From an optimization exercise on the open Yosys and OpenROAD flow, aimed at small area; shortcuts taken in it are not production practice. Function was checked by simulation only, so behaviour that the tests miss may differ from the original. The flow treats the clock pin as an ideal source. Dropping or thinning the clock tree relies on that and would not hold on a real chip.

==> job 1057: inputs <==
// SpiController
module SpiController #(
    parameter CLOCK_DIVIDE = 2,   
    parameter FRAME_WIDTH = 32   
) (
    input clk_i,   
    input reset_i,   
    input start_i,   
    output is_idle_o,   
    output spi_sclk_o,   
    output spi_mosi_o,   
    input spi_miso_i,   
    output spi_cs_o,   
    output unsigned [FRAME_WIDTH-1:0] data_o,   
    input unsigned [FRAME_WIDTH-1:0] data_i   
);
==> flow/config.mk <==
export PLATFORM = sky130hd
export DESIGN_NAME = SpiController
export DESIGN_NICKNAME = SpiController
export VERILOG_FILES = /design/flow/design.v
export SDC_FILE = /design/flow/constraint.sdc
export NUM_CORES = 4
export LEC_CHECK = 0
export CAP_MARGIN = 20
export CORE_MARGIN = 2
export CORE_UTILIZATION = 40
export SLEW_MARGIN = 20
==> flow/constraint.sdc <==
create_clock -name core_clock -period 5.0 [get_ports {clk_i}]
set_input_delay 1.0000 -clock core_clock [delete_from_list [all_inputs] [get_ports {clk_i}]]
set_output_delay 1.0000 -clock core_clock [all_outputs]
set_load 0.01 [all_outputs]
standard.sh (not shown) runs the stock make flow with config.mk's settings and CLKGATE_MAP_FILE= SYNTH_SCRIPT=/design/flow/synth_recipe.tcl, a recipe that flattens the netlist after the stock synthesis.
==> flow/flow/run.sh <==
#!/bin/bash
# Standard ORFS synthesis, then the combinational logic is replaced by a
# hand-mapped equivalent (flow/remap.py, flip-flops kept as synthesized), then
# the standard ORFS layout with small port buffers and no CTS dummy loads.
set -euo pipefail
export BUFFER_PORTS_ARGS="-buffer_cell sky130_fd_sc_hd__buf_1"
export CTS_ARGS="-sink_clustering_enable -repair_clock_nets -dont_use_dummy_load"
bash standard.sh synth > synth.log 2>&1
R=orfs/results/sky130hd/SpiController/base
cp $R/1_2_yosys.v std_synth_netlist.log
python3 flow/remap.py std_synth_netlist.log $R/1_2_yosys.v > remap.log 2>&1
rm -f $R/1_synth.odb $R/1_synth.sdc
bash standard.sh > layout.log 2>&1
Other scripts of this flow, unchanged in this note and not shown: flow/flow/remap.py
==> inputs of job 4756, as changes to job 1057 <==
==> flow/flow/run.sh (replaced) <==
#!/bin/bash
# Standard ORFS synthesis, then the combinational logic is replaced by a
# hand-mapped equivalent (flow/remap.py, flip-flops kept as synthesized), then
# the standard ORFS layout with small port buffers and a flat clock buffering
# (flow/clkbuf.tcl) in place of ORFS's clock tree synthesis.
set -euo pipefail
export BUFFER_PORTS_ARGS="-buffer_cell sky130_fd_sc_hd__buf_1"
export PRE_CTS_TCL=$PWD/flow/clkbuf.tcl
export CLKBUF_GROUPS=9
export CLKBUF_CELL=sky130_fd_sc_hd__clkbuf_4
export CLKBUF_ROOT=sky130_fd_sc_hd__clkbuf_4
bash standard.sh synth > synth.log 2>&1
R=orfs/results/sky130hd/SpiController/base
cp $R/1_2_yosys.v std_synth_netlist.log
python3 flow/remap.py std_synth_netlist.log $R/1_2_yosys.v > remap.log 2>&1
rm -f $R/1_synth.odb $R/1_synth.sdc
bash standard.sh > layout.log 2>&1
==> flow/flow/clkbuf.tcl (new file) <==
# Replaces ORFS's clock tree synthesis by a flat clock buffering: the
# flip-flops are split into CLKBUF_GROUPS groups by location (k-means) and
# each group is driven by one CLKBUF_CELL buffer placed at the group's
# centroid, fed from the clock port directly or, if CLKBUF_ROOT names a cell,
# through one root buffer of that cell.  All flip-flops thus see the same
# number of buffer stages.  Sourced as PRE_CTS_TCL; it overrides clock_tree_synthesis.
proc flat_clock_buffers { ngroups cellname rootname } {
  set db [ord::get_db]
  set block [ord::get_db_block]
  set portnet [$block findNet clk_i]
  set clknet $portnet
  set master [$db findMaster $cellname]
  set sinks {}
  foreach it [$clknet getITerms] {
    set inst [$it getInst]
    set bb [$inst getBBox]
    lappend sinks [list $it [expr {([$bb xMin] + [$bb xMax]) / 2.0}] [expr {([$bb yMin] + [$bb yMax]) / 2.0}]]
  }
  set n [llength $sinks]
  # k-means, seeded by sinks spread along x
  set sorted [lsort -real -index 1 $sinks]
  set cents {}
  for {set g 0} {$g < $ngroups} {incr g} {
    set s [lindex $sorted [expr {int(($g + 0.5) * $n / $ngroups)}]]
    lappend cents [list [lindex $s 1] [lindex $s 2]]
  }
  # balanced k-means: each group takes at most ceil(n / ngroups) sinks,
  # assigned greedily by increasing distance to the group centres
  set cap [expr {($n + $ngroups - 1) / $ngroups}]
  for {set iter 0} {$iter < 30} {incr iter} {
    set pairs {}
    set i 0
    foreach s $sinks {
      for {set g 0} {$g < $ngroups} {incr g} {
        set c [lindex $cents $g]
        lappend pairs [list [expr {abs([lindex $s 1] - [lindex $c 0]) + abs([lindex $s 2] - [lindex $c 1])}] $i $g]
      }
      incr i
    }
    set pairs [lsort -real -index 0 $pairs]
    set assign [lrepeat $n -1]
    set fill [lrepeat $ngroups 0]
    foreach p $pairs {
      lassign $p d i g
      if {[lindex $assign $i] >= 0 || [lindex $fill $g] >= $cap} continue
      lset assign $i $g
      lset fill $g [expr {[lindex $fill $g] + 1}]
    }
    set newc {}
    for {set g 0} {$g < $ngroups} {incr g} {
      set sx 0; set sy 0; set k 0
      foreach s $sinks a $assign {
        if {$a == $g} { set sx [expr {$sx + [lindex $s 1]}]; set sy [expr {$sy + [lindex $s 2]}]; incr k }
      }
      if {$k > 0} { lappend newc [list [expr {$sx / $k}] [expr {$sy / $k}]] } else { lappend newc [lindex $cents $g] }
    }
    set cents $newc
  }
  if {$rootname != ""} {
    # one root buffer at the centroid of the group buffers
    set rinst [odb::dbInst_create $block [$db findMaster $rootname] "clkbuf_flat_root"]
    set clknet [odb::dbNet_create $block "clknet_flat_root"]
    $clknet setSigType CLOCK
    [$rinst findITerm A] connect $portnet
    [$rinst findITerm X] connect $clknet
    set sx 0; set sy 0
    foreach c $cents { set sx [expr {$sx + [lindex $c 0]}]; set sy [expr {$sy + [lindex $c 1]}] }
    $rinst setLocation [expr {int($sx / $ngroups)}] [expr {int($sy / $ngroups)}]
    $rinst setPlacementStatus PLACED
  }
  for {set g 0} {$g < $ngroups} {incr g} {
    set inst [odb::dbInst_create $block $master "clkbuf_flat_$g"]
    set net [odb::dbNet_create $block "clknet_flat_$g"]
    $net setSigType CLOCK
    [$inst findITerm A] connect $clknet
    [$inst findITerm X] connect $net
    set k 0
    foreach s $sinks a $assign {
      if {$a == $g} {
        set it [lindex $s 0]
        $it disconnect
        $it connect $net
        incr k
      }
    }
    set c [lindex $cents $g]
    $inst setLocation [expr {int([lindex $c 0])}] [expr {int([lindex $c 1])}]
    $inst setPlacementStatus PLACED
    puts "clock buffer clkbuf_flat_$g ($cellname): $k flip-flops"
  }
}

rename clock_tree_synthesis orfs_clock_tree_synthesis
proc clock_tree_synthesis { args } {
  flat_clock_buffers $::env(CLKBUF_GROUPS) $::env(CLKBUF_CELL) $::env(CLKBUF_ROOT)
  set_propagated_clock [all_clocks]
}
--- a/flow/config.mk
+++ b/flow/config.mk
@@ -8,4 +8,5 @@
 export CAP_MARGIN = 20
 export CORE_MARGIN = 2
-export CORE_UTILIZATION = 40
+export CORE_UTILIZATION = 60
+export PLACE_DENSITY = 0.8
 export SLEW_MARGIN = 20
==> inputs of job 8409, as changes to job 1057 <==
==> flow/flow/run.sh (replaced) <==
#!/bin/bash
# Standard ORFS synthesis, then the combinational logic is replaced by a
# hand-mapped equivalent (flow/remap.py, flip-flops kept as synthesized), then
# the standard ORFS layout with small port buffers and a flat clock buffering
# (flow/clkbuf.tcl) in place of ORFS's clock tree synthesis.
set -euo pipefail
export BUFFER_PORTS_ARGS="-buffer_cell sky130_fd_sc_hd__buf_1"
export PRE_CTS_TCL=$PWD/flow/clkbuf.tcl
export CLKBUF_GROUPS=9
export CLKBUF_CELL=sky130_fd_sc_hd__clkbuf_4
export CLKBUF_ROOT=sky130_fd_sc_hd__clkbuf_4
bash standard.sh synth > synth.log 2>&1
R=orfs/results/sky130hd/SpiController/base
cp $R/1_2_yosys.v std_synth_netlist.log
python3 flow/remap.py std_synth_netlist.log $R/1_2_yosys.v > remap.log 2>&1
rm -f $R/1_synth.odb $R/1_synth.sdc
bash standard.sh > layout.log 2>&1
==> flow/flow/clkbuf.tcl (new file) <==
# Replaces ORFS's clock tree synthesis by a flat clock buffering: the
# flip-flops are split into CLKBUF_GROUPS groups by location (k-means) and
# each group is driven by one CLKBUF_CELL buffer placed at the group's
# centroid, fed from the clock port directly or, if CLKBUF_ROOT names a cell,
# through one root buffer of that cell.  All flip-flops thus see the same
# number of buffer stages.  Sourced as PRE_CTS_TCL; it overrides clock_tree_synthesis.
proc flat_clock_buffers { ngroups cellname rootname } {
  set db [ord::get_db]
  set block [ord::get_db_block]
  set portnet [$block findNet clk_i]
  set clknet $portnet
  set master [$db findMaster $cellname]
  set sinks {}
  foreach it [$clknet getITerms] {
    set inst [$it getInst]
    set bb [$inst getBBox]
    lappend sinks [list $it [expr {([$bb xMin] + [$bb xMax]) / 2.0}] [expr {([$bb yMin] + [$bb yMax]) / 2.0}]]
  }
  set n [llength $sinks]
  # k-means, seeded by sinks spread along x
  set sorted [lsort -real -index 1 $sinks]
  set cents {}
  for {set g 0} {$g < $ngroups} {incr g} {
    set s [lindex $sorted [expr {int(($g + 0.5) * $n / $ngroups)}]]
    lappend cents [list [lindex $s 1] [lindex $s 2]]
  }
  # balanced k-means: each group takes at most ceil(n / ngroups) sinks,
  # assigned greedily by increasing distance to the group centres
  set cap [expr {($n + $ngroups - 1) / $ngroups}]
  for {set iter 0} {$iter < 30} {incr iter} {
    set pairs {}
    set i 0
    foreach s $sinks {
      for {set g 0} {$g < $ngroups} {incr g} {
        set c [lindex $cents $g]
        lappend pairs [list [expr {abs([lindex $s 1] - [lindex $c 0]) + abs([lindex $s 2] - [lindex $c 1])}] $i $g]
      }
      incr i
    }
    set pairs [lsort -real -index 0 $pairs]
    set assign [lrepeat $n -1]
    set fill [lrepeat $ngroups 0]
    foreach p $pairs {
      lassign $p d i g
      if {[lindex $assign $i] >= 0 || [lindex $fill $g] >= $cap} continue
      lset assign $i $g
      lset fill $g [expr {[lindex $fill $g] + 1}]
    }
    set newc {}
    for {set g 0} {$g < $ngroups} {incr g} {
      set sx 0; set sy 0; set k 0
      foreach s $sinks a $assign {
        if {$a == $g} { set sx [expr {$sx + [lindex $s 1]}]; set sy [expr {$sy + [lindex $s 2]}]; incr k }
      }
      if {$k > 0} { lappend newc [list [expr {$sx / $k}] [expr {$sy / $k}]] } else { lappend newc [lindex $cents $g] }
    }
    set cents $newc
  }
  if {$rootname != ""} {
    # one root buffer at the centroid of the group buffers
    set rinst [odb::dbInst_create $block [$db findMaster $rootname] "clkbuf_flat_root"]
    set clknet [odb::dbNet_create $block "clknet_flat_root"]
    $clknet setSigType CLOCK
    [$rinst findITerm A] connect $portnet
    [$rinst findITerm X] connect $clknet
    set sx 0; set sy 0
    foreach c $cents { set sx [expr {$sx + [lindex $c 0]}]; set sy [expr {$sy + [lindex $c 1]}] }
    $rinst setLocation [expr {int($sx / $ngroups)}] [expr {int($sy / $ngroups)}]
    $rinst setPlacementStatus PLACED
  }
  for {set g 0} {$g < $ngroups} {incr g} {
    set inst [odb::dbInst_create $block $master "clkbuf_flat_$g"]
    set net [odb::dbNet_create $block "clknet_flat_$g"]
    $net setSigType CLOCK
    [$inst findITerm A] connect $clknet
    [$inst findITerm X] connect $net
    set k 0
    foreach s $sinks a $assign {
      if {$a == $g} {
        set it [lindex $s 0]
        $it disconnect
        $it connect $net
        incr k
      }
    }
    set c [lindex $cents $g]
    $inst setLocation [expr {int([lindex $c 0])}] [expr {int([lindex $c 1])}]
    $inst setPlacementStatus PLACED
    puts "clock buffer clkbuf_flat_$g ($cellname): $k flip-flops"
  }
}

rename clock_tree_synthesis orfs_clock_tree_synthesis
proc clock_tree_synthesis { args } {
  flat_clock_buffers $::env(CLKBUF_GROUPS) $::env(CLKBUF_CELL) $::env(CLKBUF_ROOT)
  set_propagated_clock [all_clocks]
}
==> out/qor.yml <==
floorplan:
  row_count: 27
  core_um2: 5574
layout:
  multi_input_area_share_pct: 26.09
  sh_seq_area_pct: 51.57
critical_path:
  slowest_delay_ns: 0.48
status:
  status: "complete, no violations"
power_and_ir_drop:
  p_comb_uw: 63.5
  intPower_uw: 805.4
  power_mw: 1.042
placed_design:
  place_area_um2: 2749
sta:
  fin_crit_ns: 2.694
[end of results for job 1057]
==> out/qor.yml <==
status:
  status: "complete, no violations"
placed_design:
  place_area_um2: 2749
critical_path:
  slowest_delay_ns: 0.48
power_and_ir_drop:
  intPower_uw: 736.5
  power_uw: 963.5
[end of results for job 8409]
==> out/qor.yml <==
sta:
  fin_crit_ns: 2.393
power_and_ir_drop:
  power_uw: 961.0
  p_comb_uw: 64.0
  intPower_uw: 736.8
layout:
  multi_input_area_share_pct: 26.82
critical_path:
  slowest_delay_ns: 0.37
status:
  status: "complete, no violations"
[end of results for job 4756]
In job 4756 and job 8409 the design's own scripts or RTL, not TritonCTS, make the clock network.

afterwards: timing with drivers on the ports:
No port has a modelled driver above. Below, the same layouts with a new extraction and two added sets of constraints. Step 1 assumes that a clkbuf_16 drives the clock port and a buf_2 every other input. Step 2, shift: input delay + t, output delay - t, t = (earliest + latest rising clock arrival at the registers) / 2. This alone moves slack from input paths to output paths. a / b / c = ideal / step 1 / step 2; a / b = the first two.
run | t, ns | setup WS [ns] | worst hold slack (ns) | clock arrival spread, ns | pins driven straight from the clock port
job 1057 | 0.353 | 2.306 / 2.279 / 2.116 | 0.438 / 0.438 / 0.438 | 0.017 / 0.018 | 1
job 4756 | 0.417 | 2.607 / 2.581 / 2.401 | 0.440 / 0.440 / 0.440 | 0.018 / 0.018 | 1
job 8409 | 0.439 | 2.222 / 2.196 / 2.127 | 0.439 / 0.439 / 0.439 | 0.016 / 0.017 | 1
After both steps every run listed still meets setup and hold. The setup slack of job 4756, which loses most, moves by -0.026 ns with the drivers and by -0.206 ns with both steps.
